What follows belongs to an exercise in optimizing a design on an open flow for small area, a short achievable clock period and few clock cycles; a production flow would make more cautious choices.
Function was checked by simulation only, so behaviour that the tests miss may differ from the original.
Power and IR drop assume default switching activity.

==> flow/design.v <==
package mp_types;
  typedef enum logic [1:0] {
    PREC_INT8  = 2'b00,
    PREC_FP16  = 2'b01,
    PREC_FP32  = 2'b10
  } prec_e;
  localparam int W_INT8 = 8;
  localparam int W_FP16 = 16;  
  localparam int W_FP32 = 32;  
  localparam int W_ACC_INT8 = 32;  
endpackage
module mul11_csa (
  input  logic [10:0] a,
  input  logic [10:0] b,
  output logic [21:0] s,
  output logic [21:0] c
);
  logic pp_0_0;
  logic pp_0_1;
  logic pp_0_2;
  logic pp_0_3;
  logic pp_0_4;
  logic pp_0_5;
  logic pp_0_6;
  logic pp_0_7;
  logic pp_0_8;
  logic pp_0_9;
  logic pp_0_10;
  logic pp_1_0;
  logic pp_1_1;
  logic pp_1_2;
  logic pp_1_3;
  logic pp_1_4;
  logic pp_1_5;
  logic pp_1_6;
  logic pp_1_7;
  logic pp_1_8;
  logic pp_1_9;
  logic pp_1_10;
  logic pp_2_0;
  logic pp_2_1;
  logic pp_2_2;
  logic pp_2_3;
  logic pp_2_4;
  logic pp_2_5;
  logic pp_2_6;
  logic pp_2_7;
  logic pp_2_8;
  logic pp_2_9;
  logic pp_2_10;
  logic pp_3_0;
  logic pp_3_1;
  logic pp_3_2;
  logic pp_3_3;
  logic pp_3_4;
  logic pp_3_5;
  logic pp_3_6;
  logic pp_3_7;
  logic pp_3_8;
  logic pp_3_9;
  logic pp_3_10;
  logic pp_4_0;
  logic pp_4_1;
  logic pp_4_2;
  logic pp_4_3;
  logic pp_4_4;
  logic pp_4_5;
  logic pp_4_6;
  logic pp_4_7;
  logic pp_4_8;
  logic pp_4_9;
  logic pp_4_10;
  logic pp_5_0;
  logic pp_5_1;
  logic pp_5_2;
  logic pp_5_3;
  logic pp_5_4;
  logic pp_5_5;
  logic pp_5_6;
  logic pp_5_7;
  logic pp_5_8;
  logic pp_5_9;
  logic pp_5_10;
  logic pp_6_0;
  logic pp_6_1;
  logic pp_6_2;
  logic pp_6_3;
  logic pp_6_4;
  logic pp_6_5;
  logic pp_6_6;
  logic pp_6_7;
  logic pp_6_8;
  logic pp_6_9;
  logic pp_6_10;
  logic pp_7_0;
  logic pp_7_1;
  logic pp_7_2;
  logic pp_7_3;
  logic pp_7_4;
  logic pp_7_5;
  logic pp_7_6;
  logic pp_7_7;
  logic pp_7_8;
  logic pp_7_9;
  logic pp_7_10;
  logic pp_8_0;
  logic pp_8_1;
  logic pp_8_2;
  logic pp_8_3;
  logic pp_8_4;
  logic pp_8_5;
  logic pp_8_6;
  logic pp_8_7;
  logic pp_8_8;
  logic pp_8_9;
  logic pp_8_10;
  logic pp_9_0;
  logic pp_9_1;
  logic pp_9_2;
  logic pp_9_3;
  logic pp_9_4;
  logic pp_9_5;
  logic pp_9_6;
  logic pp_9_7;
  logic pp_9_8;
  logic pp_9_9;
  logic pp_9_10;
  logic pp_10_0;
  logic pp_10_1;
  logic pp_10_2;
  logic pp_10_3;
  logic pp_10_4;
  logic pp_10_5;
  logic pp_10_6;
  logic pp_10_7;
  logic pp_10_8;
  logic pp_10_9;
  logic pp_10_10;
  logic hs0;
  logic hc0;
  logic fs1;
  logic fc1;
  logic hs2;
  logic hc2;
  logic fs3;
  logic fc3;
  logic hs4;
  logic hc4;
  logic fs5;
  logic fc5;
  logic hs6;
  logic hc6;
  logic fs7;
  logic fc7;
  logic hs8;
  logic hc8;
  logic fs9;
  logic fc9;
  logic fs10;
  logic fc10;
  logic hs11;
  logic hc11;
  logic fs12;
  logic fc12;
  logic fs13;
  logic fc13;
  logic fs14;
  logic fc14;
  logic fs15;
  logic fc15;
  logic fs16;
  logic fc16;
  logic fs17;
  logic fc17;
  logic fs18;
  logic fc18;
  logic fs19;
  logic fc19;
  logic fs20;
  logic fc20;
  logic fs21;
  logic fc21;
  logic fs22;
  logic fc22;
  logic fs23;
  logic fc23;
  logic fs24;
  logic fc24;
  logic fs25;
  logic fc25;
  logic fs26;
  logic fc26;
  logic fs27;
  logic fc27;
  logic fs28;
  logic fc28;
  logic fs29;
  logic fc29;
  logic hs30;
  logic hc30;
  logic fs31;
  logic fc31;
  logic hs32;
  logic hc32;
  logic fs33;
  logic fc33;
  logic fs34;
  logic fc34;
  logic fs35;
  logic fc35;
  logic fs36;
  logic fc36;
  logic fs37;
  logic fc37;
  logic fs38;
  logic fc38;
  logic fs39;
  logic fc39;
  logic fs40;
  logic fc40;
  logic fs41;
  logic fc41;
  logic fs42;
  logic fc42;
  logic fs43;
  logic fc43;
  logic fs44;
  logic fc44;
  logic fs45;
  logic fc45;
  logic fs46;
  logic fc46;
  logic fs47;
  logic fc47;
  logic fs48;
  logic fc48;
  logic fs49;
  logic fc49;
  logic fs50;
  logic fc50;
  logic fs51;
  logic fc51;
  logic fs52;
  logic fc52;
  logic fs53;
  logic fc53;
  logic fs54;
  logic fc54;
  logic fs55;
  logic fc55;
  logic hs56;
  logic hc56;
  logic fs57;
  logic fc57;
  logic fs58;
  logic fc58;
  logic fs59;
  logic fc59;
  logic fs60;
  logic fc60;
  logic fs61;
  logic fc61;
  logic fs62;
  logic fc62;
  logic fs63;
  logic fc63;
  logic fs64;
  logic fc64;
  logic fs65;
  logic fc65;
  logic fs66;
  logic fc66;
  logic fs67;
  logic fc67;
  logic fs68;
  logic fc68;
  logic fs69;
  logic fc69;
  logic fs70;
  logic fc70;
  logic fs71;
  logic fc71;
  logic hs72;
  logic hc72;
  logic fs73;
  logic fc73;
  logic fs74;
  logic fc74;
  logic fs75;
  logic fc75;
  logic fs76;
  logic fc76;
  logic fs77;
  logic fc77;
  logic fs78;
  logic fc78;
  logic fs79;
  logic fc79;
  logic fs80;
  logic fc80;
  logic fs81;
  logic fc81;
  logic fs82;
  logic fc82;
  logic fs83;
  logic fc83;
  logic fs84;
  logic fc84;
  logic fs85;
  logic fc85;
  logic fs86;
  logic fc86;
  logic fs87;
  logic fc87;
  logic fs88;
  logic fc88;
  logic fs89;
  logic fc89;
  assign pp_0_0 = a[0] & b[0];
  assign pp_0_1 = a[0] & b[1];
  assign pp_0_2 = a[0] & b[2];
  assign pp_0_3 = a[0] & b[3];
  assign pp_0_4 = a[0] & b[4];
  assign pp_0_5 = a[0] & b[5];
  assign pp_0_6 = a[0] & b[6];
  assign pp_0_7 = a[0] & b[7];
  assign pp_0_8 = a[0] & b[8];
  assign pp_0_9 = a[0] & b[9];
  assign pp_0_10 = a[0] & b[10];
  assign pp_1_0 = a[1] & b[0];
  assign pp_1_1 = a[1] & b[1];
  assign pp_1_2 = a[1] & b[2];
  assign pp_1_3 = a[1] & b[3];
  assign pp_1_4 = a[1] & b[4];
  assign pp_1_5 = a[1] & b[5];
  assign pp_1_6 = a[1] & b[6];
  assign pp_1_7 = a[1] & b[7];
  assign pp_1_8 = a[1] & b[8];
  assign pp_1_9 = a[1] & b[9];
  assign pp_1_10 = a[1] & b[10];
  assign pp_2_0 = a[2] & b[0];
  assign pp_2_1 = a[2] & b[1];
  assign pp_2_2 = a[2] & b[2];
  assign pp_2_3 = a[2] & b[3];
  assign pp_2_4 = a[2] & b[4];
  assign pp_2_5 = a[2] & b[5];
  assign pp_2_6 = a[2] & b[6];
  assign pp_2_7 = a[2] & b[7];
  assign pp_2_8 = a[2] & b[8];
  assign pp_2_9 = a[2] & b[9];
  assign pp_2_10 = a[2] & b[10];
  assign pp_3_0 = a[3] & b[0];
  assign pp_3_1 = a[3] & b[1];
  assign pp_3_2 = a[3] & b[2];
  assign pp_3_3 = a[3] & b[3];
  assign pp_3_4 = a[3] & b[4];
  assign pp_3_5 = a[3] & b[5];
  assign pp_3_6 = a[3] & b[6];
  assign pp_3_7 = a[3] & b[7];
  assign pp_3_8 = a[3] & b[8];
  assign pp_3_9 = a[3] & b[9];
  assign pp_3_10 = a[3] & b[10];
  assign pp_4_0 = a[4] & b[0];
  assign pp_4_1 = a[4] & b[1];
  assign pp_4_2 = a[4] & b[2];
  assign pp_4_3 = a[4] & b[3];
  assign pp_4_4 = a[4] & b[4];
  assign pp_4_5 = a[4] & b[5];
  assign pp_4_6 = a[4] & b[6];
  assign pp_4_7 = a[4] & b[7];
  assign pp_4_8 = a[4] & b[8];
  assign pp_4_9 = a[4] & b[9];
  assign pp_4_10 = a[4] & b[10];
  assign pp_5_0 = a[5] & b[0];
  assign pp_5_1 = a[5] & b[1];
  assign pp_5_2 = a[5] & b[2];
  assign pp_5_3 = a[5] & b[3];
  assign pp_5_4 = a[5] & b[4];
  assign pp_5_5 = a[5] & b[5];
  assign pp_5_6 = a[5] & b[6];
  assign pp_5_7 = a[5] & b[7];
  assign pp_5_8 = a[5] & b[8];
  assign pp_5_9 = a[5] & b[9];
  assign pp_5_10 = a[5] & b[10];
  assign pp_6_0 = a[6] & b[0];
  assign pp_6_1 = a[6] & b[1];
  assign pp_6_2 = a[6] & b[2];
  assign pp_6_3 = a[6] & b[3];
  assign pp_6_4 = a[6] & b[4];
  assign pp_6_5 = a[6] & b[5];
  assign pp_6_6 = a[6] & b[6];
  assign pp_6_7 = a[6] & b[7];
  assign pp_6_8 = a[6] & b[8];
  assign pp_6_9 = a[6] & b[9];
  assign pp_6_10 = a[6] & b[10];
  assign pp_7_0 = a[7] & b[0];
  assign pp_7_1 = a[7] & b[1];
  assign pp_7_2 = a[7] & b[2];
  assign pp_7_3 = a[7] & b[3];
  assign pp_7_4 = a[7] & b[4];
  assign pp_7_5 = a[7] & b[5];
  assign pp_7_6 = a[7] & b[6];
  assign pp_7_7 = a[7] & b[7];
  assign pp_7_8 = a[7] & b[8];
  assign pp_7_9 = a[7] & b[9];
  assign pp_7_10 = a[7] & b[10];
  assign pp_8_0 = a[8] & b[0];
  assign pp_8_1 = a[8] & b[1];
  assign pp_8_2 = a[8] & b[2];
  assign pp_8_3 = a[8] & b[3];
  assign pp_8_4 = a[8] & b[4];
  assign pp_8_5 = a[8] & b[5];
  assign pp_8_6 = a[8] & b[6];
  assign pp_8_7 = a[8] & b[7];
  assign pp_8_8 = a[8] & b[8];
  assign pp_8_9 = a[8] & b[9];
  assign pp_8_10 = a[8] & b[10];
  assign pp_9_0 = a[9] & b[0];
  assign pp_9_1 = a[9] & b[1];
  assign pp_9_2 = a[9] & b[2];
  assign pp_9_3 = a[9] & b[3];
  assign pp_9_4 = a[9] & b[4];
  assign pp_9_5 = a[9] & b[5];
  assign pp_9_6 = a[9] & b[6];
  assign pp_9_7 = a[9] & b[7];
  assign pp_9_8 = a[9] & b[8];
  assign pp_9_9 = a[9] & b[9];
  assign pp_9_10 = a[9] & b[10];
  assign pp_10_0 = a[10] & b[0];
  assign pp_10_1 = a[10] & b[1];
  assign pp_10_2 = a[10] & b[2];
  assign pp_10_3 = a[10] & b[3];
  assign pp_10_4 = a[10] & b[4];
  assign pp_10_5 = a[10] & b[5];
  assign pp_10_6 = a[10] & b[6];
  assign pp_10_7 = a[10] & b[7];
  assign pp_10_8 = a[10] & b[8];
  assign pp_10_9 = a[10] & b[9];
  assign pp_10_10 = a[10] & b[10];
  assign hs0 = pp_0_9 ^ pp_1_8;
  assign hc0 = pp_0_9 & pp_1_8;
  assign fs1 = pp_0_10 ^ pp_1_9 ^ pp_2_8;
  assign fc1 = (pp_0_10 & pp_1_9) | (pp_0_10 & pp_2_8) | (pp_1_9 & pp_2_8);
  assign hs2 = pp_3_7 ^ pp_4_6;
  assign hc2 = pp_3_7 & pp_4_6;
  assign fs3 = pp_1_10 ^ pp_2_9 ^ pp_3_8;
  assign fc3 = (pp_1_10 & pp_2_9) | (pp_1_10 & pp_3_8) | (pp_2_9 & pp_3_8);
  assign hs4 = pp_4_7 ^ pp_5_6;
  assign hc4 = pp_4_7 & pp_5_6;
  assign fs5 = pp_2_10 ^ pp_3_9 ^ pp_4_8;
  assign fc5 = (pp_2_10 & pp_3_9) | (pp_2_10 & pp_4_8) | (pp_3_9 & pp_4_8);
  assign hs6 = pp_0_6 ^ pp_1_5;
  assign hc6 = pp_0_6 & pp_1_5;
  assign fs7 = pp_0_7 ^ pp_1_6 ^ pp_2_5;
  assign fc7 = (pp_0_7 & pp_1_6) | (pp_0_7 & pp_2_5) | (pp_1_6 & pp_2_5);
  assign hs8 = pp_3_4 ^ pp_4_3;
  assign hc8 = pp_3_4 & pp_4_3;
  assign fs9 = pp_0_8 ^ pp_1_7 ^ pp_2_6;
  assign fc9 = (pp_0_8 & pp_1_7) | (pp_0_8 & pp_2_6) | (pp_1_7 & pp_2_6);
  assign fs10 = pp_3_5 ^ pp_4_4 ^ pp_5_3;
  assign fc10 = (pp_3_5 & pp_4_4) | (pp_3_5 & pp_5_3) | (pp_4_4 & pp_5_3);
  assign hs11 = pp_6_2 ^ pp_7_1;
  assign hc11 = pp_6_2 & pp_7_1;
  assign fs12 = pp_2_7 ^ pp_3_6 ^ pp_4_5;
  assign fc12 = (pp_2_7 & pp_3_6) | (pp_2_7 & pp_4_5) | (pp_3_6 & pp_4_5);
  assign fs13 = pp_5_4 ^ pp_6_3 ^ pp_7_2;
  assign fc13 = (pp_5_4 & pp_6_3) | (pp_5_4 & pp_7_2) | (pp_6_3 & pp_7_2);
  assign fs14 = pp_8_1 ^ pp_9_0 ^ hs0;
  assign fc14 = (pp_8_1 & pp_9_0) | (pp_8_1 & hs0) | (pp_9_0 & hs0);
  assign fs15 = pp_5_5 ^ pp_6_4 ^ pp_7_3;
  assign fc15 = (pp_5_5 & pp_6_4) | (pp_5_5 & pp_7_3) | (pp_6_4 & pp_7_3);
  assign fs16 = pp_8_2 ^ pp_9_1 ^ pp_10_0;
  assign fc16 = (pp_8_2 & pp_9_1) | (pp_8_2 & pp_10_0) | (pp_9_1 & pp_10_0);
  assign fs17 = hc0 ^ fs1 ^ hs2;
  assign fc17 = (hc0 & fs1) | (hc0 & hs2) | (fs1 & hs2);
  assign fs18 = pp_6_5 ^ pp_7_4 ^ pp_8_3;
  assign fc18 = (pp_6_5 & pp_7_4) | (pp_6_5 & pp_8_3) | (pp_7_4 & pp_8_3);
  assign fs19 = pp_9_2 ^ pp_10_1 ^ fc1;
  assign fc19 = (pp_9_2 & pp_10_1) | (pp_9_2 & fc1) | (pp_10_1 & fc1);
  assign fs20 = hc2 ^ fs3 ^ hs4;
  assign fc20 = (hc2 & fs3) | (hc2 & hs4) | (fs3 & hs4);
  assign fs21 = pp_5_7 ^ pp_6_6 ^ pp_7_5;
  assign fc21 = (pp_5_7 & pp_6_6) | (pp_5_7 & pp_7_5) | (pp_6_6 & pp_7_5);
  assign fs22 = pp_8_4 ^ pp_9_3 ^ pp_10_2;
  assign fc22 = (pp_8_4 & pp_9_3) | (pp_8_4 & pp_10_2) | (pp_9_3 & pp_10_2);
  assign fs23 = fc3 ^ hc4 ^ fs5;
  assign fc23 = (fc3 & hc4) | (fc3 & fs5) | (hc4 & fs5);
  assign fs24 = pp_3_10 ^ pp_4_9 ^ pp_5_8;
  assign fc24 = (pp_3_10 & pp_4_9) | (pp_3_10 & pp_5_8) | (pp_4_9 & pp_5_8);
  assign fs25 = pp_6_7 ^ pp_7_6 ^ pp_8_5;
  assign fc25 = (pp_6_7 & pp_7_6) | (pp_6_7 & pp_8_5) | (pp_7_6 & pp_8_5);
  assign fs26 = pp_9_4 ^ pp_10_3 ^ fc5;
  assign fc26 = (pp_9_4 & pp_10_3) | (pp_9_4 & fc5) | (pp_10_3 & fc5);
  assign fs27 = pp_4_10 ^ pp_5_9 ^ pp_6_8;
  assign fc27 = (pp_4_10 & pp_5_9) | (pp_4_10 & pp_6_8) | (pp_5_9 & pp_6_8);
  assign fs28 = pp_7_7 ^ pp_8_6 ^ pp_9_5;
  assign fc28 = (pp_7_7 & pp_8_6) | (pp_7_7 & pp_9_5) | (pp_8_6 & pp_9_5);
  assign fs29 = pp_5_10 ^ pp_6_9 ^ pp_7_8;
  assign fc29 = (pp_5_10 & pp_6_9) | (pp_5_10 & pp_7_8) | (pp_6_9 & pp_7_8);
  assign hs30 = pp_0_4 ^ pp_1_3;
  assign hc30 = pp_0_4 & pp_1_3;
  assign fs31 = pp_0_5 ^ pp_1_4 ^ pp_2_3;
  assign fc31 = (pp_0_5 & pp_1_4) | (pp_0_5 & pp_2_3) | (pp_1_4 & pp_2_3);
  assign hs32 = pp_3_2 ^ pp_4_1;
  assign hc32 = pp_3_2 & pp_4_1;
  assign fs33 = pp_2_4 ^ pp_3_3 ^ pp_4_2;
  assign fc33 = (pp_2_4 & pp_3_3) | (pp_2_4 & pp_4_2) | (pp_3_3 & pp_4_2);
  assign fs34 = pp_5_1 ^ pp_6_0 ^ hs6;
  assign fc34 = (pp_5_1 & pp_6_0) | (pp_5_1 & hs6) | (pp_6_0 & hs6);
  assign fs35 = pp_5_2 ^ pp_6_1 ^ pp_7_0;
  assign fc35 = (pp_5_2 & pp_6_1) | (pp_5_2 & pp_7_0) | (pp_6_1 & pp_7_0);
  assign fs36 = hc6 ^ fs7 ^ hs8;
  assign fc36 = (hc6 & fs7) | (hc6 & hs8) | (fs7 & hs8);
  assign fs37 = pp_8_0 ^ fc7 ^ hc8;
  assign fc37 = (pp_8_0 & fc7) | (pp_8_0 & hc8) | (fc7 & hc8);
  assign fs38 = fs9 ^ fs10 ^ hs11;
  assign fc38 = (fs9 & fs10) | (fs9 & hs11) | (fs10 & hs11);
  assign fs39 = fc9 ^ fc10 ^ hc11;
  assign fc39 = (fc9 & fc10) | (fc9 & hc11) | (fc10 & hc11);
  assign fs40 = fs12 ^ fs13 ^ fs14;
  assign fc40 = (fs12 & fs13) | (fs12 & fs14) | (fs13 & fs14);
  assign fs41 = fc12 ^ fc13 ^ fs15;
  assign fc41 = (fc12 & fc13) | (fc12 & fs15) | (fc13 & fs15);
  assign fs42 = fs16 ^ fc14 ^ fs17;
  assign fc42 = (fs16 & fc14) | (fs16 & fs17) | (fc14 & fs17);
  assign fs43 = fc15 ^ fc16 ^ fs18;
  assign fc43 = (fc15 & fc16) | (fc15 & fs18) | (fc16 & fs18);
  assign fs44 = fc17 ^ fs19 ^ fs20;
  assign fc44 = (fc17 & fs19) | (fc17 & fs20) | (fs19 & fs20);
  assign fs45 = fc18 ^ fs21 ^ fs22;
  assign fc45 = (fc18 & fs21) | (fc18 & fs22) | (fs21 & fs22);
  assign fs46 = fc19 ^ fc20 ^ fs23;
  assign fc46 = (fc19 & fc20) | (fc19 & fs23) | (fc20 & fs23);
  assign fs47 = fc21 ^ fc22 ^ fs24;
  assign fc47 = (fc21 & fc22) | (fc21 & fs24) | (fc22 & fs24);
  assign fs48 = fs25 ^ fc23 ^ fs26;
  assign fc48 = (fs25 & fc23) | (fs25 & fs26) | (fc23 & fs26);
  assign fs49 = pp_10_4 ^ fc24 ^ fc25;
  assign fc49 = (pp_10_4 & fc24) | (pp_10_4 & fc25) | (fc24 & fc25);
  assign fs50 = fs27 ^ fs28 ^ fc26;
  assign fc50 = (fs27 & fs28) | (fs27 & fc26) | (fs28 & fc26);
  assign fs51 = pp_8_7 ^ pp_9_6 ^ pp_10_5;
  assign fc51 = (pp_8_7 & pp_9_6) | (pp_8_7 & pp_10_5) | (pp_9_6 & pp_10_5);
  assign fs52 = fc27 ^ fc28 ^ fs29;
  assign fc52 = (fc27 & fc28) | (fc27 & fs29) | (fc28 & fs29);
  assign fs53 = pp_6_10 ^ pp_7_9 ^ pp_8_8;
  assign fc53 = (pp_6_10 & pp_7_9) | (pp_6_10 & pp_8_8) | (pp_7_9 & pp_8_8);
  assign fs54 = pp_9_7 ^ pp_10_6 ^ fc29;
  assign fc54 = (pp_9_7 & pp_10_6) | (pp_9_7 & fc29) | (pp_10_6 & fc29);
  assign fs55 = pp_7_10 ^ pp_8_9 ^ pp_9_8;
  assign fc55 = (pp_7_10 & pp_8_9) | (pp_7_10 & pp_9_8) | (pp_8_9 & pp_9_8);
  assign hs56 = pp_0_3 ^ pp_1_2;
  assign hc56 = pp_0_3 & pp_1_2;
  assign fs57 = pp_2_2 ^ pp_3_1 ^ pp_4_0;
  assign fc57 = (pp_2_2 & pp_3_1) | (pp_2_2 & pp_4_0) | (pp_3_1 & pp_4_0);
  assign fs58 = pp_5_0 ^ hc30 ^ fs31;
  assign fc58 = (pp_5_0 & hc30) | (pp_5_0 & fs31) | (hc30 & fs31);
  assign fs59 = fc31 ^ hc32 ^ fs33;
  assign fc59 = (fc31 & hc32) | (fc31 & fs33) | (hc32 & fs33);
  assign fs60 = fc33 ^ fs35 ^ fc34;
  assign fc60 = (fc33 & fs35) | (fc33 & fc34) | (fs35 & fc34);
  assign fs61 = fc35 ^ fc36 ^ fs37;
  assign fc61 = (fc35 & fc36) | (fc35 & fs37) | (fc36 & fs37);
  assign fs62 = fc37 ^ fc38 ^ fs39;
  assign fc62 = (fc37 & fc38) | (fc37 & fs39) | (fc38 & fs39);
  assign fs63 = fc39 ^ fs41 ^ fc40;
  assign fc63 = (fc39 & fs41) | (fc39 & fc40) | (fs41 & fc40);
  assign fs64 = fc41 ^ fs43 ^ fc42;
  assign fc64 = (fc41 & fs43) | (fc41 & fc42) | (fs43 & fc42);
  assign fs65 = fc43 ^ fs45 ^ fc44;
  assign fc65 = (fc43 & fs45) | (fc43 & fc44) | (fs45 & fc44);
  assign fs66 = fc45 ^ fs47 ^ fc46;
  assign fc66 = (fc45 & fs47) | (fc45 & fc46) | (fs47 & fc46);
  assign fs67 = fc47 ^ fs49 ^ fc48;
  assign fc67 = (fc47 & fs49) | (fc47 & fc48) | (fs49 & fc48);
  assign fs68 = fs51 ^ fc49 ^ fs52;
  assign fc68 = (fs51 & fc49) | (fs51 & fs52) | (fc49 & fs52);
  assign fs69 = fc51 ^ fs53 ^ fc52;
  assign fc69 = (fc51 & fs53) | (fc51 & fc52) | (fs53 & fc52);
  assign fs70 = pp_10_7 ^ fc53 ^ fs55;
  assign fc70 = (pp_10_7 & fc53) | (pp_10_7 & fs55) | (fc53 & fs55);
  assign fs71 = pp_8_10 ^ pp_9_9 ^ pp_10_8;
  assign fc71 = (pp_8_10 & pp_9_9) | (pp_8_10 & pp_10_8) | (pp_9_9 & pp_10_8);
  assign hs72 = pp_0_2 ^ pp_1_1;
  assign hc72 = pp_0_2 & pp_1_1;
  assign fs73 = pp_2_1 ^ pp_3_0 ^ hs56;
  assign fc73 = (pp_2_1 & pp_3_0) | (pp_2_1 & hs56) | (pp_3_0 & hs56);
  assign fs74 = hc56 ^ fs57 ^ hs30;
  assign fc74 = (hc56 & fs57) | (hc56 & hs30) | (fs57 & hs30);
  assign fs75 = fc57 ^ hs32 ^ fs58;
  assign fc75 = (fc57 & hs32) | (fc57 & fs58) | (hs32 & fs58);
  assign fs76 = fc58 ^ fs59 ^ fs34;
  assign fc76 = (fc58 & fs59) | (fc58 & fs34) | (fs59 & fs34);
  assign fs77 = fc59 ^ fs36 ^ fs60;
  assign fc77 = (fc59 & fs36) | (fc59 & fs60) | (fs36 & fs60);
  assign fs78 = fs38 ^ fc60 ^ fs61;
  assign fc78 = (fs38 & fc60) | (fs38 & fs61) | (fc60 & fs61);
  assign fs79 = fc61 ^ fs62 ^ fs40;
  assign fc79 = (fc61 & fs62) | (fc61 & fs40) | (fs62 & fs40);
  assign fs80 = fc62 ^ fs42 ^ fs63;
  assign fc80 = (fc62 & fs42) | (fc62 & fs63) | (fs42 & fs63);
  assign fs81 = fs44 ^ fc63 ^ fs64;
  assign fc81 = (fs44 & fc63) | (fs44 & fs64) | (fc63 & fs64);
  assign fs82 = fs46 ^ fc64 ^ fs65;
  assign fc82 = (fs46 & fc64) | (fs46 & fs65) | (fc64 & fs65);
  assign fs83 = fs48 ^ fc65 ^ fs66;
  assign fc83 = (fs48 & fc65) | (fs48 & fs66) | (fc65 & fs66);
  assign fs84 = fs50 ^ fc66 ^ fs67;
  assign fc84 = (fs50 & fc66) | (fs50 & fs67) | (fc66 & fs67);
  assign fs85 = fs68 ^ fc50 ^ fc67;
  assign fc85 = (fs68 & fc50) | (fs68 & fc67) | (fc50 & fc67);
  assign fs86 = fs54 ^ fc68 ^ fs69;
  assign fc86 = (fs54 & fc68) | (fs54 & fs69) | (fc68 & fs69);
  assign fs87 = fs70 ^ fc54 ^ fc69;
  assign fc87 = (fs70 & fc54) | (fs70 & fc69) | (fc54 & fc69);
  assign fs88 = fs71 ^ fc55 ^ fc70;
  assign fc88 = (fs71 & fc55) | (fs71 & fc70) | (fc55 & fc70);
  assign fs89 = pp_9_10 ^ pp_10_9 ^ fc71;
  assign fc89 = (pp_9_10 & pp_10_9) | (pp_9_10 & fc71) | (pp_10_9 & fc71);
  assign s[0] = pp_0_0;
  assign c[0] = 1'b0;
  assign s[1] = pp_0_1;
  assign c[1] = pp_1_0;
  assign s[2] = hs72;
  assign c[2] = pp_2_0;
  assign s[3] = hc72;
  assign c[3] = fs73;
  assign s[4] = fc73;
  assign c[4] = fs74;
  assign s[5] = fc74;
  assign c[5] = fs75;
  assign s[6] = fc75;
  assign c[6] = fs76;
  assign s[7] = fc76;
  assign c[7] = fs77;
  assign s[8] = fc77;
  assign c[8] = fs78;
  assign s[9] = fc78;
  assign c[9] = fs79;
  assign s[10] = fc79;
  assign c[10] = fs80;
  assign s[11] = fc80;
  assign c[11] = fs81;
  assign s[12] = fc81;
  assign c[12] = fs82;
  assign s[13] = fc82;
  assign c[13] = fs83;
  assign s[14] = fc83;
  assign c[14] = fs84;
  assign s[15] = fc84;
  assign c[15] = fs85;
  assign s[16] = fc85;
  assign c[16] = fs86;
  assign s[17] = fc86;
  assign c[17] = fs87;
  assign s[18] = fc87;
  assign c[18] = fs88;
  assign s[19] = fc88;
  assign c[19] = fs89;
  assign s[20] = fc89;
  assign c[20] = pp_10_10;
  assign s[21] = 1'b0;
  assign c[21] = 1'b0;
endmodule
module pfx_add #(parameter int W = 8) (
  input  logic [W-1:0] a,
  input  logic [W-1:0] b,
  input  logic         cin,
  output logic [W-1:0] s,
  output logic         cout
);
  localparam int L = $clog2(W);
  logic [(L+1)*W-1:0] g, p;
  logic [W-1:0] p0;
  assign p0 = a ^ b;
  assign g[W-1:0] = (a & b) | {{(W-1){1'b0}}, p0[0] & cin};
  assign p[W-1:0] = p0;
  genvar l, i;
  generate
    for (l = 0; l < L; l++) begin : lv
      for (i = 0; i < W; i++) begin : bt
        if ((i >> l) & 1) begin : cmb
          assign g[(l+1)*W+i] = g[l*W+i] | (p[l*W+i] & g[l*W+((i>>l)<<l)-1]);
          assign p[(l+1)*W+i] = p[l*W+i] & p[l*W+((i>>l)<<l)-1];
        end else begin : pass
          assign g[(l+1)*W+i] = g[l*W+i];
          assign p[(l+1)*W+i] = p[l*W+i];
        end
      end
    end
  endgenerate
  assign s    = p0 ^ {g[L*W +: W-1], cin};
  assign cout = g[L*W+W-1];
endmodule
module pfx_inc #(parameter int W = 8) (
  input  logic [W-1:0] x,
  output logic [W:0]   s
);
  logic [W:0] c;    
  assign c[0] = 1'b1;
  genvar i;
  generate
    for (i = 1; i <= W; i++) begin : cy
      assign c[i] = &x[i-1:0];
    end
  endgenerate
  assign s = {1'b0, x} ^ c;
endmodule
module fp16_mul (
  input  logic [15:0] a,
  input  logic [15:0] b,
  output logic [15:0] y
);
  logic        s;
  logic [4:0]  ea, eb;
  logic        a_max, b_max, a_zero, b_zero, a_nan, b_nan;
  logic [21:0] ts, tc, p;
  logic        hi, st_lo, st_hi, inc_lo, inc_hi, ovf;
  logic [11:0] lo_p1, hi_p1, mant_r;
  logic [5:0]  e0;
  logic [6:0]  em15, em14, em13, ef;
  mul11_csa u_tree (.a({1'b1, a[9:0]}), .b({1'b1, b[9:0]}), .s(ts), .c(tc));
  pfx_add #(.W(22)) u_cpa (.a(ts), .b(tc), .cin(1'b0), .s(p), .cout());
  pfx_inc #(.W(11)) u_ilo (.x(p[20:10]), .s(lo_p1));
  pfx_inc #(.W(11)) u_ihi (.x(p[21:11]), .s(hi_p1));
  always_comb begin
    s  = a[15] ^ b[15];
    ea = a[14:10];
    eb = b[14:10];
    a_max  = &ea;
    b_max  = &eb;
    a_zero = ~|ea;
    b_zero = ~|eb;
    a_nan  = a_max & (|a[9:0]);
    b_nan  = b_max & (|b[9:0]);
    hi     = p[21];
    st_lo  = |p[8:0];
    st_hi  = st_lo | p[9];
    inc_lo = p[9]  & (st_lo | p[10]);
    inc_hi = p[10] & (st_hi | p[11]);
    if (hi) mant_r = inc_hi ? hi_p1 : {1'b0, p[21:11]};
    else    mant_r = inc_lo ? lo_p1 : {1'b0, p[20:10]};
    ovf = mant_r[11];
    e0   = {1'b0, ea} + {1'b0, eb};
    em15 = {1'b0, e0} - 7'd15;
    em14 = {1'b0, e0} - 7'd14;
    em13 = {1'b0, e0} - 7'd13;
    case ({hi, ovf})
      2'b00:   ef = em15;
      2'b11:   ef = em13;
      default: ef = em14;
    endcase
    if (a_nan || b_nan || (a_max && b_zero) || (a_zero && b_max))
      y = 16'h7e00;
    else if (a_max || b_max)
      y = {s, 5'h1f, 10'h0};
    else if (a_zero || b_zero || (hi ? e0 < 6'd15 : e0 < 6'd16))
      y = {s, 15'h0};
    else if (!ef[6] && ef >= 7'd31)
      y = {s, 5'h1f, 10'h0};
    else
      y = {s, ef[4:0], mant_r[9:0]};
  end
endmodule
module fp16_add_align (
  input  logic [15:0] a,
  input  logic [15:0] b,
  output logic [23:0] r
);
  logic        ge, swap, sx, sy, sub;
  logic [4:0]  ex, ey, d, d_ab, d_ba;
  logic        a_zero, b_zero;
  logic        a_nan, b_nan, a_inf, b_inf, nan, inf, zs;
  logic [13:0] ma, mb, mx, my, my_sh, lost;
  logic        sticky;
  logic [14:0] sum;
  pfx_add #(.W(15)) u_cmp (.a(a[14:0]), .b(~b[14:0]), .cin(1'b1), .s(), .cout(ge));
  pfx_add #(.W(15)) u_add (.a({1'b0, mx}), .b({1'b0, my_sh} ^ {15{sub}}), .cin(sub), .s(sum), .cout());
  always_comb begin
    a_zero = ~|a[14:10];
    b_zero = ~|b[14:10];
    a_nan  = (&a[14:10]) & (|a[9:0]);
    b_nan  = (&b[14:10]) & (|b[9:0]);
    a_inf  = (&a[14:10]) & ~(|a[9:0]);
    b_inf  = (&b[14:10]) & ~(|b[9:0]);
    nan    = a_nan | b_nan | (a_inf & b_inf & (a[15] ^ b[15]));
    inf    = a_inf | b_inf;
    zs     = a_zero & b_zero & a[15] & b[15];
    ma   = a_zero ? 14'h0 : {1'b1, a[9:0], 3'b000};
    mb   = b_zero ? 14'h0 : {1'b1, b[9:0], 3'b000};
    d_ab = a[14:10] - b[14:10];
    d_ba = b[14:10] - a[14:10];
    swap = ~ge;
    sub  = a[15] ^ b[15];
    if (swap) begin
      sx = b[15]; ex = b[14:10]; mx = mb; my = ma; d = d_ba;
    end else begin
      sx = a[15]; ex = a[14:10]; mx = ma; my = mb; d = d_ab;
    end
    lost = my & ~(14'h3fff << d);
    if (d >= 5'd14) begin
      my_sh  = 14'h0;
      sticky = |my;
    end else begin
      my_sh  = my >> d;
      sticky = |lost;
    end
    my_sh[0] = my_sh[0] | sticky;
    r = {nan, inf, zs, sx, ex, sum};
  end
endmodule
module fp16_add_norm (
  input  logic [23:0] r,
  output logic [15:0] y
);
  logic        nan, inf, zs, sx;
  logic [4:0]  ex;
  logic [14:0] sum;
  logic [13:0] n;
  logic [3:0]  lz;
  logic [10:0] mant;
  logic        g, st, inc, uf;
  logic [11:0] mant_p1, mant_r;
  logic [5:0]  e;
  pfx_inc #(.W(11)) u_inc (.x(mant), .s(mant_p1));
  always_comb begin
    {nan, inf, zs, sx, ex, sum} = r;
    lz = 4'd0;
    for (int q = 0; q <= 13; q++)
      if (sum[q]) lz = 4'(13 - q);
    if (sum[14]) begin
      n  = {sum[14:2], sum[1] | sum[0]};
      e  = {1'b0, ex} + 6'd1;
      uf = 1'b0;
    end else begin
      n  = sum[13:0] << lz;
      e  = {1'b0, ex} - {2'b00, lz};
      uf = {1'b0, lz} >= ex;
    end
    mant   = n[13:3];
    g      = n[2];
    st     = n[1] | n[0];
    inc    = g & (st | mant[0]);
    mant_r = inc ? mant_p1 : {1'b0, mant};
    e      = e + {5'b0, mant_r[11]};
    if (nan)
      y = 16'h7e00;
    else if (inf)
      y = {sx, 5'h1f, 10'h0};
    else if (sum == 15'h0)
      y = {zs, 15'h0};
    else if (uf)
      y = {sx, 15'h0};
    else if (e >= 6'd31)
      y = {sx, 5'h1f, 10'h0};
    else
      y = {sx, e[4:0], mant_r[9:0]};
  end
endmodule
module gemm_controller (
  input  logic        clk,
  input  logic        rstn,
  input  logic        start,
  input  logic [15:0] M, K, Ncols,
  output logic        done,
  output logic [13:0] addr_A,
  input  logic [31:0] data_A,
  output logic [13:0] addr_B,
  input  logic [31:0] data_B,
  output logic [13:0] addr_C,
  output logic [31:0] data_C,
  output logic        we_C
);
  logic [14:0] n_q;
  logic [13:0] k_q;
  logic        busy, pre, ph, gnew;
  logic [13:0] kl;                  
  logic [13:0] alt_A, alt_B;        
  logic [13:0] col, row_base;       
  logic [14:0] rows_left;
  logic        more;                
  logic        e0_last, e1_last, s1_valid;
  logic        f0_v, f0_k0, f0_kl, f0_fin;
  logic        f1_k0, f1_wr, f1_fin;
  logic        f2_k0, f2_wr, f2_fin;
  logic        f3_k0, f3_wr, f3_fin;
  logic        f4_wr, f4_fin;
  logic [15:0] op_a, op_b, prod, acc, prod_c, acc_c, acc_in;
  logic [23:0] mid, mid_c;
  logic        col_end, it_last, k_is1, kl_is2;
  logic        go, issue, s0, s1, s0_new, stop, load0, load1, adv;
  assign col_end = ({1'b0, col} + 15'd1) == n_q;
  assign it_last = col_end && (rows_left == 15'd1);
  assign k_is1   = (k_q == 14'd1);
  assign kl_is2  = (kl == 14'd2);
  assign go     = !busy && start;
  assign issue  = busy && !pre;
  assign s0     = issue && !ph;
  assign s1     = issue && ph;
  assign s0_new = s0 && gnew;
  assign stop   = s0_new && !more;
  assign load0  = s0_new && more;
  assign load1  = s1 && f0_k0 && more;
  assign adv    = load0 || load1;
  always_ff @(posedge clk) begin
    if (!rstn) begin
      busy <= 1'b0; f0_v <= 1'b0; f0_fin <= 1'b0;
    end else begin
      if (go) busy <= 1'b1;
      else if (stop) busy <= 1'b0;
      if (s0) begin
        f0_v   <= more || !gnew;
        f0_fin <= gnew ? (more && k_is1 && it_last) : (kl_is2 && e0_last);
      end else if (s1) begin
        f0_v   <= f0_k0 ? more : s1_valid;
        f0_fin <= f0_kl && (f0_k0 ? (more && it_last) : e1_last);
      end else begin
        f0_v <= 1'b0; f0_fin <= 1'b0;
      end
    end
  end
  always_ff @(posedge clk) begin
    n_q <= Ncols[14:0];
    k_q <= K[13:0];
    pre <= go;
    if (!busy) begin
      rows_left <= M[14:0];
      ph <= 1'b0; gnew <= 1'b1; more <= 1'b1;
      col <= '0; row_base <= '0;
    end else begin
      if (issue) ph <= ~ph;
      if (s0) begin
        f0_k0 <= gnew;
        f0_kl <= gnew ? k_is1 : kl_is2;
        kl    <= gnew ? k_q : kl - 14'd1;
      end
      if (load0) begin
        gnew <= 1'b0; e0_last <= it_last;
      end else if (s1 && f0_kl)
        gnew <= 1'b1;
      if (s1 && f0_k0) begin
        s1_valid <= more; e1_last <= more && it_last;
      end
      if (adv) begin
        if (col_end) begin
          col <= '0;
          row_base <= row_base + k_q;
          rows_left <= rows_left - 15'd1;
          if (rows_left == 15'd1) more <= 1'b0;
        end else
          col <= col + 14'd1;
      end
    end
    if (adv) begin
      addr_A <= row_base; addr_B <= col;
    end else if (issue) begin
      addr_A <= alt_A; addr_B <= alt_B;
    end
    alt_A <= addr_A + 14'd1;
    alt_B <= addr_B + n_q[13:0];
  end
  always_ff @(posedge clk) begin
    if (!rstn) begin
      f1_wr <= 1'b0; f1_fin <= 1'b0; f2_wr <= 1'b0; f2_fin <= 1'b0;
      f3_wr <= 1'b0; f3_fin <= 1'b0; f4_wr <= 1'b0; f4_fin <= 1'b0;
      we_C <= 1'b0; done <= 1'b0;
    end else begin
      f1_wr <= f0_v & f0_kl; f1_fin <= f0_fin;
      f2_wr <= f1_wr;        f2_fin <= f1_fin;
      f3_wr <= f2_wr;        f3_fin <= f2_fin;
      f4_wr <= f3_wr;        f4_fin <= f3_fin;
      we_C  <= f4_wr;        done   <= f4_fin;
    end
  end
  always_ff @(posedge clk) begin
    f1_k0 <= f0_k0; f2_k0 <= f1_k0; f3_k0 <= f2_k0;
  end
  always_ff @(posedge clk) begin
    if (!rstn || done) addr_C <= '0;
    else if (we_C)     addr_C <= addr_C + 14'd1;
  end
  fp16_mul u_mul (.a(op_a), .b(op_b), .y(prod_c));
  assign acc_in = {acc[15] & ~f3_k0, acc[14:10] & {5{~f3_k0}}, acc[9:0]};
  fp16_add_align u_al (.a(acc_in), .b(prod), .r(mid_c));
  fp16_add_norm  u_nr (.r(mid), .y(acc_c));
  always_ff @(posedge clk) begin
    op_a <= data_A[15:0];
    op_b <= data_B[15:0];
    prod <= prod_c;
    mid  <= mid_c;
    acc  <= acc_c;
  end
  assign data_C = {16'h0000, acc};
endmodule
==> flow/run.sh <==
#!/bin/bash
# synth_recipe.tcl (not shown) runs the flow's synth.tcl, then flattens the netlist and writes it again
# the make line also repeats each setting of config.mk as NAME=value (left out here)
make -C /OpenROAD-flow-scripts/flow DESIGN_CONFIG=/design/flow/config.mk WORK_HOME=/design/flow/orfs CLKGATE_MAP_FILE= SYNTH_SCRIPT=/design/flow/synth_recipe.tcl finish
==> flow/config.mk <==
export PLATFORM = sky130hd
export DESIGN_NAME = gemm_controller
export DESIGN_NICKNAME = gemm_controller
export VERILOG_FILES = /design/flow/design.v
export SDC_FILE = /design/flow/constraint.sdc
export NUM_CORES = 4
export LEC_CHECK = 0
export CAP_MARGIN = 20
export CORE_MARGIN = 2
export CORE_UTILIZATION = 40
export PLACE_DENSITY = 0.6
export SLEW_MARGIN = 20
==> flow/constraint.sdc <==
create_clock -name core_clock -period 30.0 [get_ports {clk}]
set_input_delay 6.0000 -clock core_clock [delete_from_list [all_inputs] [get_ports {clk}]]
set_output_delay 6.0000 -clock core_clock [all_outputs]
set_load 0.01 [all_outputs]
==> qor.txt, run 1 <==
Post-CTS Setup Bufs -> 0
final setup TNS -> 0 ns
Yosys top cell by area -> dfxtp_1
Rows -> 79
vias in the first global route -> 14,800
# diodes -> 0
placed wire-length estimate -> 34,100 um
CP startpoint kind -> flip-flop
fraction of synthesized area in multiplexers -> 5.41%
maxcap violations -> 0
HP Class -> reg -> reg
H-tree depth -> 1
CP max stage cell -> dfxtp_1
Synth Flop Type -> dfxtp_1
Placeable Area -> 46,600 um2
Avg Cell Area, Syn -> 8.94 um2
layout cell share with drive strength beyond 1 -> 5.73%
GP Congestion -> 0.867
final-report hold violation count -> 0
CTS tree -> done
critical path class -> reg -> reg
Yosys reg bits -> 269
# port buffers -> 138
number of fill cells -> 4,427
Final Max Tran Viols -> 0
R2R cell count -> 31
largest net degree at the start of global routing -> 63
DIE WIDTH -> 221 um
RR Endpoint -> prod[0]$_SDFF_PP0_
number of routed nets with antenna violations -> 0
FF/Latch Area -> 6010 um2
area grow syn2layout -> 15.6%
CP Capture Type -> flip-flop
GRT overflow -> 0
GRT Total Usage -> 18.1%
maximum vdd drop -> 0.0000608 V
Synth area leaders -> dfxtp_1, edfxtp_1, fa_1
Final min period -> 8.51 ns
Mapped Area -> 18,900 um2
outcome -> no timing/DRC/antenna violations
Setup Viol. Count Final -> 0
crit-path max cell delay -> 0.63 ns
Synth cell types -> 83
clock tree buffer depth -> 3
Worst R2R Start -> op_a[3]$_DFF_P_
Post-synth EDFFs -> 62
Initial Util -> 40.5%
Crit Path Max Fanout -> 23
first-pass GRT wire length -> 74,800 um
latest clock arrival within the worst-skew pair -> 0.60 ns
final net count -> 2,542
XOR/XNOR Fraction of Synth Area -> 7.15%
Synth warnings -> 4
Multi-input gate area -> 11,800 um2
clock-pin slew on the worst setup and hold paths -> 0.06 ns
post-CTS resize count -> 0
crit path DAT -> 8.99 ns
actual slew at the worst max-slew pin -> 1.04 ns
CP startpoint -> op_a[3]$_DFF_P_
number of vias per cell -> 5.28
PD cells -> 107 nW/um2
period utilisation layout -> 28.4%
worst setup path endpoint -> prod[0]$_SDFF_PP0_
top-area cell type share of the netlist area -> 22.0%
Compound-Gate Fraction of Synth Area -> 13.8%
Critical Path RT -> 30.48 ns
normalized max-slew margin -> 28.7%
Placed Instances -> 2,784
clk sinks -> 269
DRT iter0 DRCs -> 835
Post-Synth Simple-Gate Area -> 17.5%
Synth Area in Adders -> 18.1%
Peak Freq -> 117 MHz
IO Count -> 191
wire per inst -> 15.9 um
via count -> 15,000
root buffer cell -> clkbuf_16
Worst Skew -> 0.0293 ns
Worst R2R Setup Slack -> 21.49 ns
largest family of logic cells by synthesized area -> adder cells
drt pass-1 iters -> 5
ys async rst share -> 0%
initial antenna violation count -> 0
Syn Inst Count -> 2,110
Post-route DRC -> 0
Die Y -> 221 um
RSZ-0062 raised after global routing -> no
CTS Hold Bufs -> 0
final WL -> 45,200 um
Post-Layout Cell Count -> 2,842
min-delay src -> f1_k0$_DFF_P_
Seq/Total Area, Yosys -> 31.8%
Die ar. -> 48,900 um2
cts bufs inserted -> 31
leakage power -> 9.17 nW
## report_power, final
group          internal [W]  switching [W]
sequential         0.000438      0.0000766
clock              0.000235       0.000156
combinational      0.000594       0.000827
total               0.00127        0.00106
## flip-flops by register name, indices dropped and copies added, names as in the netlist, 14 cells and up
| register | count |
|---|---|
| kl | 14 |
| addr_C | 14 |
| n_q | 15 |
| col | 14 |
| alt_B | 14 |
| alt_A | 14 |
| mid | 24 |
| k_q | 14 |
| prod | 16 |
| rows_left | 15 |
| addr_B | 14 |
| row_base | 14 |
| acc | 16 |
| addr_A | 14 |
| op_b | 16 |
| op_a | 16 |
## synthesized netlist by cell type, drive strengths merged (6+ instances only)
cell type,number
a2111oi,7
a211oi,21
a21boi,11
a21o,30
a21oi,105
a22oi,6
a31oi,16
and2,68
and3,30
buf,23
clkbuf,76
dfxtp,207
edfxtp,62
fa,92
ha,125
inv,193
mux2,40
mux2i,44
nand2,189
nand2b,18
nand3,83
nand4,19
nor2,150
nor2b,18
nor3,37
nor3b,6
nor4,24
o21a,10
o21ai,130
o21bai,6
o22ai,7
o31ai,10
or3,12
xnor2,93
xor2,58
## cell families after synthesis
family / after synthesis
and+or+nand+nor: 678
AOI/OAI and AO/OA: 412
buffers and inverters: 293
DFF: 269
adders and majority gates: 217
xor gates and xnor gates: 151
muxes: 89
other: 1
## how the worst min path moves through the flow
stage / endpoint / slack, ns / cells past startpoint
3_3_place_gp: f2_k0$_DFF_P_ / 0.32 / 0
5_1_grt: f2_k0$_DFF_P_ / 0.38 / 0
3_5_place_dp: f2_k0$_DFF_P_ / 0.34 / 0
6_report: f2_k0$_DFF_P_ / 0.37 / 0
2_1_floorplan: f2_k0$_DFF_P_ / 0.31 / 0
4_1_cts: f2_k0$_DFF_P_ / 0.37 / 0
## placed cells by master (no fill, tap or decap), drive strengths merged, types with 11 or more instances in the layout
cell type,count
nor2b,18
and3,30
clkdlybuf4s50,138
conb,16
nand3,83
inv,196
nor4,24
nand2b,18
dfxtp,207
a21o,30
fa,92
or3,12
clkbuf,47
a21oi,105
edfxtp,62
nor2,150
xnor2,93
mux2,40
nor3,37
ha,125
mux2i,44
xor2,58
nand4,19
o21ai,130
a21boi,11
buf,13
and2,68
a211oi,21
nand2,189
a31oi,16
## stage by stage
step | hold slack (ns) | area [um2] | utilization (%) | setup slack (ns) | power, W
after floorplan | 0.310 | 18900 | - | 22.95 | 0.00160
after global placement | 0.324 | 20700 | 44.5 | 21.58 | 0.00190
after detailed placement | 0.336 | 20700 | 44.5 | 21.51 | 0.00194
after CTS | 0.372 | 21800 | 46.8 | 21.48 | 0.00234
after global routing | 0.382 | 21800 | 46.8 | 20.76 | 0.00255
final | 0.365 | 21800 | 46.8 | 21.49 | 0.00233
## critical path, delay by kind of cell, from the launching register on
family          cells  cell delay, ns
compound gates     13            2.92
flops               1            0.63
buf+inv             4            0.24
fa+ha+maj           7            2.93
simple gates        7            1.66
## routing by layer
| layer | wire length [um] | part of all wire (%) | up-vias | track usage (%) |
|---|---|---|---|---|
| met5 | 0 | 0 | - | 0 |
| met4 | 1250 | 2.8 | 0 | 5.76 |
| met3 | 1850 | 4.1 | 80 | 2.62 |
| met2 | 21200 | 47 | 283 | 30.4 |
| met1 | 20900 | 46 | 7213 | 24.2 |
| li1 | - | - | 7436 | - |
## cell type report
cell class              instances  share of cell area, %
flip-flops and latches        269                   27.6
clock inverters                11                  0.717
multi-input cells            1563                   54.0
well taps                     607                   3.48
clock buffers                  47                   4.16
inverters                     194                   3.34
repair buffers                151                   6.78
Testbench counts, summed over its fixed seeds: cycles 68,853.
==> inputs of run 2 (changes only) <==
--- a/flow/design.v
+++ b/flow/design.v
@@ -706,42 +706,51 @@
   endgenerate
   assign s = {1'b0, x} ^ c;
 endmodule
-module fp16_mul (
+module fp16_mul_a (
   input  logic [15:0] a,
   input  logic [15:0] b,
-  output logic [15:0] y
+  output logic [23:0] r
 );
-  logic        s;
-  logic [4:0]  ea, eb;
-  logic        a_max, b_max, a_zero, b_zero, a_nan, b_nan;
+  logic        a_max, b_max, a_zero, b_zero, a_nan, b_nan, nan, inf, zero;
   logic [21:0] ts, tc, p;
-  logic        hi, st_lo, st_hi, inc_lo, inc_hi, ovf;
-  logic [11:0] lo_p1, hi_p1, mant_r;
   logic [5:0]  e0;
-  logic [6:0]  em15, em14, em13, ef;
   mul11_csa u_tree (.a({1'b1, a[9:0]}), .b({1'b1, b[9:0]}), .s(ts), .c(tc));
   pfx_add #(.W(22)) u_cpa (.a(ts), .b(tc), .cin(1'b0), .s(p), .cout());
-  pfx_inc #(.W(11)) u_ilo (.x(p[20:10]), .s(lo_p1));
-  pfx_inc #(.W(11)) u_ihi (.x(p[21:11]), .s(hi_p1));
   always_comb begin
-    s  = a[15] ^ b[15];
-    ea = a[14:10];
-    eb = b[14:10];
-    a_max  = &ea;
-    b_max  = &eb;
-    a_zero = ~|ea;
-    b_zero = ~|eb;
+    a_max  = &a[14:10];
+    b_max  = &b[14:10];
+    a_zero = ~|a[14:10];
+    b_zero = ~|b[14:10];
     a_nan  = a_max & (|a[9:0]);
     b_nan  = b_max & (|b[9:0]);
+    nan    = a_nan | b_nan | (a_max & b_zero) | (a_zero & b_max);
+    inf    = ~nan & (a_max | b_max);
+    zero   = ~nan & ~inf & (a_zero | b_zero);
+    e0     = {1'b0, a[14:10]} + {1'b0, b[14:10]};
+    r      = {nan, inf, zero, a[15] ^ b[15], e0, |p[8:0], p[21:9]};
+  end
+endmodule
+module fp16_mul_b (
+  input  logic [23:0] r,
+  output logic [15:0] y
+);
+  logic        nan, inf, zero, s, st_lo;
+  logic [5:0]  e0;
+  logic [21:9] p;
+  logic        hi, st_hi, inc_lo, inc_hi, ovf;
+  logic [11:0] lo_p1, hi_p1, mant_r;
+  logic [6:0]  em15, em14, em13, ef;
+  assign {nan, inf, zero, s, e0, st_lo, p} = r;
+  pfx_inc #(.W(11)) u_ilo (.x(p[20:10]), .s(lo_p1));
+  pfx_inc #(.W(11)) u_ihi (.x(p[21:11]), .s(hi_p1));
+  always_comb begin
     hi     = p[21];
-    st_lo  = |p[8:0];
     st_hi  = st_lo | p[9];
     inc_lo = p[9]  & (st_lo | p[10]);
     inc_hi = p[10] & (st_hi | p[11]);
     if (hi) mant_r = inc_hi ? hi_p1 : {1'b0, p[21:11]};
     else    mant_r = inc_lo ? lo_p1 : {1'b0, p[20:10]};
     ovf = mant_r[11];
-    e0   = {1'b0, ea} + {1'b0, eb};
     em15 = {1'b0, e0} - 7'd15;
     em14 = {1'b0, e0} - 7'd14;
     em13 = {1'b0, e0} - 7'd13;
@@ -750,11 +759,11 @@
       2'b11:   ef = em13;
       default: ef = em14;
     endcase
-    if (a_nan || b_nan || (a_max && b_zero) || (a_zero && b_max))
+    if (nan)
       y = 16'h7e00;
-    else if (a_max || b_max)
+    else if (inf)
       y = {s, 5'h1f, 10'h0};
-    else if (a_zero || b_zero || (hi ? e0 < 6'd15 : e0 < 6'd16))
+    else if (zero || (hi ? e0 < 6'd15 : e0 < 6'd16))
       y = {s, 15'h0};
     else if (!ef[6] && ef >= 7'd31)
       y = {s, 5'h1f, 10'h0};
@@ -762,6 +771,15 @@
       y = {s, ef[4:0], mant_r[9:0]};
   end
 endmodule
+module fp16_mul (
+  input  logic [15:0] a,
+  input  logic [15:0] b,
+  output logic [15:0] y
+);
+  logic [23:0] r;
+  fp16_mul_a u_a (.a(a), .b(b), .r(r));
+  fp16_mul_b u_b (.r(r), .y(y));
+endmodule
 module fp16_add_align (
   input  logic [15:0] a,
   input  logic [15:0] b,
@@ -884,9 +902,10 @@
   logic        f1_k0, f1_wr, f1_fin;
   logic        f2_k0, f2_wr, f2_fin;
   logic        f3_k0, f3_wr, f3_fin;
-  logic        f4_wr, f4_fin;
+  logic        f4_k0, f4_wr, f4_fin;
+  logic        f5_wr, f5_fin;
   logic [15:0] op_a, op_b, prod, acc, prod_c, acc_c, acc_in;
-  logic [23:0] mid, mid_c;
+  logic [23:0] mid, mid_c, pm, pm_c;
   logic        col_end, it_last, k_is1, kl_is2;
   logic        go, issue, s0, s1, s0_new, stop, load0, load1, adv;
   assign col_end = ({1'b0, col} + 15'd1) == n_q;
@@ -963,29 +982,33 @@
     if (!rstn) begin
       f1_wr <= 1'b0; f1_fin <= 1'b0; f2_wr <= 1'b0; f2_fin <= 1'b0;
       f3_wr <= 1'b0; f3_fin <= 1'b0; f4_wr <= 1'b0; f4_fin <= 1'b0;
+      f5_wr <= 1'b0; f5_fin <= 1'b0;
       we_C <= 1'b0; done <= 1'b0;
     end else begin
       f1_wr <= f0_v & f0_kl; f1_fin <= f0_fin;
       f2_wr <= f1_wr;        f2_fin <= f1_fin;
       f3_wr <= f2_wr;        f3_fin <= f2_fin;
       f4_wr <= f3_wr;        f4_fin <= f3_fin;
-      we_C  <= f4_wr;        done   <= f4_fin;
+      f5_wr <= f4_wr;        f5_fin <= f4_fin;
+      we_C  <= f5_wr;        done   <= f5_fin;
     end
   end
   always_ff @(posedge clk) begin
-    f1_k0 <= f0_k0; f2_k0 <= f1_k0; f3_k0 <= f2_k0;
+    f1_k0 <= f0_k0; f2_k0 <= f1_k0; f3_k0 <= f2_k0; f4_k0 <= f3_k0;
   end
   always_ff @(posedge clk) begin
     if (!rstn || done) addr_C <= '0;
     else if (we_C)     addr_C <= addr_C + 14'd1;
   end
-  fp16_mul u_mul (.a(op_a), .b(op_b), .y(prod_c));
-  assign acc_in = {acc[15] & ~f3_k0, acc[14:10] & {5{~f3_k0}}, acc[9:0]};
+  fp16_mul_a u_mula (.a(op_a), .b(op_b), .r(pm_c));
+  fp16_mul_b u_mulb (.r(pm), .y(prod_c));
+  assign acc_in = {acc[15] & ~f4_k0, acc[14:10] & {5{~f4_k0}}, acc[9:0]};
   fp16_add_align u_al (.a(acc_in), .b(prod), .r(mid_c));
   fp16_add_norm  u_nr (.r(mid), .y(acc_c));
   always_ff @(posedge clk) begin
     op_a <= data_A[15:0];
     op_b <= data_B[15:0];
+    pm   <= pm_c;
     prod <= prod_c;
     mid  <= mid_c;
     acc  <= acc_c;
==> run 2 against run 1 <==
Against the previous run:
- synthesized cell count grew 1.7%
- total power is 9.2% lower
- via count increased by 1.9%
- clock power grew 15%
- register-to-register slack better by 2.1 ns
- largest cell class unchanged
- still clean on timing, DRC and antenna
- flip-flop and latch count up 27
- cell area grew 3.5%
==> qor.txt, run 2 <==
outcome -> no timing/DRC/antenna violations
CP Capture Type -> output pin
clock tree buffer depth -> 3
global route hottest layer -> met2
Mapped Area -> 19,500 um2
final-report hold violation count -> 0
Worst Skew -> 0.0224 ns
RSZ-0062 raised after global routing -> no
final net count -> 2,574
R2R cell count -> 24
count leader, synth -> dfxtp_1
top-area cell type share of the netlist area -> 24.0%
largest net degree at the start of global routing -> 64
Final min period -> 7.69 ns
IO Count -> 191
final WL -> 46,300 um
commonest non-fill, non-tap cell in the layout -> dfxtp_1
Peak Freq -> 130 MHz
drt pass-1 iters -> 7
Post-synth EDFFs -> 62
layout cell share with drive strength beyond 1 -> 6.26%
worst path bufs/invs -> 1
Synth cell types -> 81
first-pass GRT wire length -> 76,700 um
number of vias per cell -> 5.30
Crit Path Max Fanout -> 6
crit-path max cell delay -> 0.61 ns
critical path class -> reg -> out
Final Max Tran Viols -> 0
Seq/Total Area, Yosys -> 33.6%
grt met3 use -> 3.21%
CP max stage cell -> clkdlybuf4s50_1
clk sinks -> 296
Post-route DRC -> 0
CTS Hold Bufs -> 0
met1 GRT Util -> 24.7%
H-tree depth -> 2
Die ar. -> 50,500 um2
actual slew at the worst max-slew pin -> 1.04 ns
latest clock arrival within the worst-skew pair -> 0.55 ns
DRT iter0 DRCs -> 952
worst hold endpoint -> f2_k0$_DFF_P_
Synth warnings -> 5
# port buffers -> 138
Rows -> 80
RR Endpoint -> mid[9]$_DFF_P_
clock-pin slew on the worst setup and hold paths -> 0.06 ns
Placeable Area -> 47,900 um2
Critical Path RT -> 24.00 ns
area grow syn2layout -> 15.8%
GRT Total Usage -> 18.5%
min-delay src -> f1_k0$_DFF_P_
Syn Inst Count -> 2,146
post-CTS resize count -> 0
wire per inst -> 16.0 um
Setup Viol. Count Final -> 0
vias in the first global route -> 15,300
CP delay by family, top -> buffers and inverters
CP startpoint kind -> flip-flop
CTS tree -> done
cells along the critical path -> clkdlybuf4s50_1
Final Cell Area -> 22,600 um2
GRT overflow -> 0
most frequent cells in the layout -> dfxtp_1, nand2_1, inv_1, nor2_1, clkdlybuf4s50_1
PD cells -> 93.7 nW/um2
normalized max-slew margin -> 29.7%
Cell Area, Placed -> 21,300 um2
period utilisation layout -> 25.6%
Top Registers -> mid: 24 flops, pm: 24 flops
cts bufs inserted -> 36
leakage power -> 9.48 nW
ys async rst share -> 0%
HP Class -> reg -> reg
root buffer cell -> clkbuf_16
initial antenna violation count -> 0
Post-CTS Setup Bufs -> 0
Synth area leaders -> dfxtp_1, edfxtp_1, fa_1
DIE WIDTH -> 225 um
placed wire-length estimate -> 34,100 um
GP Congestion -> 0.908
Post-synth top cells -> dfxtp_1, nand2_1, inv_1
Die Y -> 225 um
Yosys reg bits -> 296
Initial Util -> 40.6%
Avg Cell Area, Syn -> 9.08 um2
via count -> 15,300
crit path DAT -> 1.69 ns
met2 usage -> 30.8%
Worst R2R Start -> f4_k0$_DFF_P_
Synth Flop Type -> dfxtp_1
final setup TNS -> 0 ns
Yosys top cell by area -> dfxtp_1
Worst Hold Depth -> 0
number of routed nets with antenna violations -> 0
Worst R2R Setup Slack -> 23.59 ns
maximum vdd drop -> 0.0000584 V
maxcap violations -> 0
-- run 2: cell count changes after synthesis, moves of 8 or more --
cell and delta:
a21oi_1 -8, a21boi_0 +8, nor2_1 +8, nor2b_1 +8, and2_1 +20, dfxtp_1 +27
inv_1 -18, o21ai_0 -13
-- run 2: power by group --
| group | switching [W] | total [W] | leakage, nW | internal [W] |
|---|---|---|---|---|
| Sequential | 0.000105 | 0.000593 | 2.54 | 0.000488 |
| Combinational | 0.000600 | 0.00107 | 6.32 | 0.000472 |
| Clock | 0.000173 | 0.000448 | 0.615 | 0.000275 |
| Total | 0.000878 | 0.00211 | 9.48 | 0.00124 |
-- run 2: cells by family after synthesis --
kind of cell / after synthesis / synth area share [%]
AO/OA/AOI/OAI: 404 / 13.3
XOR/XNOR: 154 / 6.96
adder cells (fa/ha/maj): 217 / 17.5
buffers and inverters: 281 / 5.80
flip-flops: 296 / 33.6
multiplexers: 84 / 4.77
other: 1 / 0.0192
AND/OR/NAND/NOR: 709 / 18.0
-- run 2: worst max path at each step --
stage | cells after the start | endpoint | startpoint
floorplan | 3 | addr_C[10]$_SDFFE_PP0P_ | rstn
global placement | 3 | addr_C[7]$_SDFFE_PP0P_ | rstn
detailed placement | 3 | addr_C[9]$_SDFFE_PP0P_ | rstn
CTS | 1 | data_C[3] | acc[3]$_SDFF_PP0_
global route | 1 | addr_A[0] | addr_A[0]$_DFFE_PP_
finish | 1 | data_C[3] | acc[3]$_SDFF_PP0_
-- run 2: per-stage QoR --
step	worst slack, ns	hold WS [ns]	power [W]	util, %	std cells
6_report	22.31	0.307	0.00211	47.0	2885
4_1_cts	22.29	0.306	0.00212	47.0	2884
3_3_place_gp	22.52	0.313	0.00164	44.4	2819
2_1_floorplan	23.41	0.310	0.00140	-	2161
5_1_grt	22.25	0.314	0.00229	47.0	2884
3_5_place_dp	22.48	0.314	0.00166	44.4	2819
-- run 2: area by class of cell --
class,instances,area [um2]
Antenna cell,1,2.50
Inverter,176,661
Sequential cell,296,6550
Timing Repair Buffer,148,1460
Tap cell,615,769
Clock inverter,16,179
Multi-Input combinational cell,1584,11900
Clock buffer,49,1060
Fill cell,4544,25400
-- run 2: routing by layer --
layer,up-vias,share of wire [%]
li1,7551,-
met1,7320,46
met2,361,47
met3,67,5.0
met4,0,2.0
met5,-,0
-- run 2: worst reg2reg max path, cell delays in order, from the launching register on --
cell and delay, ns:
dfxtp_1 0.43, nand2b_1 0.19, inv_1 0.06, ha_1 0.72, nand2_1 0.23, nor4_1 0.59, nor2_1 0.21, nand3_1 0.19
buf_4 0.33, mux2_2 0.52, a211oi_1 0.37, inv_1 0.08, o32ai_1 0.13, nand2_1 0.10, xnor2_1 0.34, ha_1 0.33
a21oi_1 0.14, nor2_1 0.05, o21ai_0 0.16, nand2b_1 0.07, a41o_1 0.27, a21oi_1 0.19, inv_1 0.07, fa_1 0.37
xor2_1 0.17
Testbench counts of run 2, summed over its fixed seeds: cycles 68,949.

==> separate check: timing with driven ports <==
No port has a modelled driver above. Below, the same layouts with a new extraction and two added sets of constraints. Step 1 sets driving cells, clkbuf_16 on the clock port and buf_2 on the other inputs (assumed; they add their load-dependent delay and slew). Step 2, shift: input delay + t, output delay - t, t = (earliest + latest rising clock arrival at the registers) / 2. This alone moves slack from input paths to output paths. a / b / c = no drivers / after step 1 / after step 2; a / b = the first two.
run | shift t [ns] | setup WS [ns] | worst hold slack (ns) | worst register clock-pin slew, ns | cell pins on the clock port's net
run 1 | 0.639 | 21.487 / 21.487 / 21.487 | 0.365 / 0.365 / 0.365 | 0.07 / 0.07 | 1
run 2 | 0.588 | 22.305 / 22.254 / 22.510 | 0.307 / 0.307 / 0.307 | 0.06 / 0.06 | 1
After both steps setup and hold are still met in every run listed.
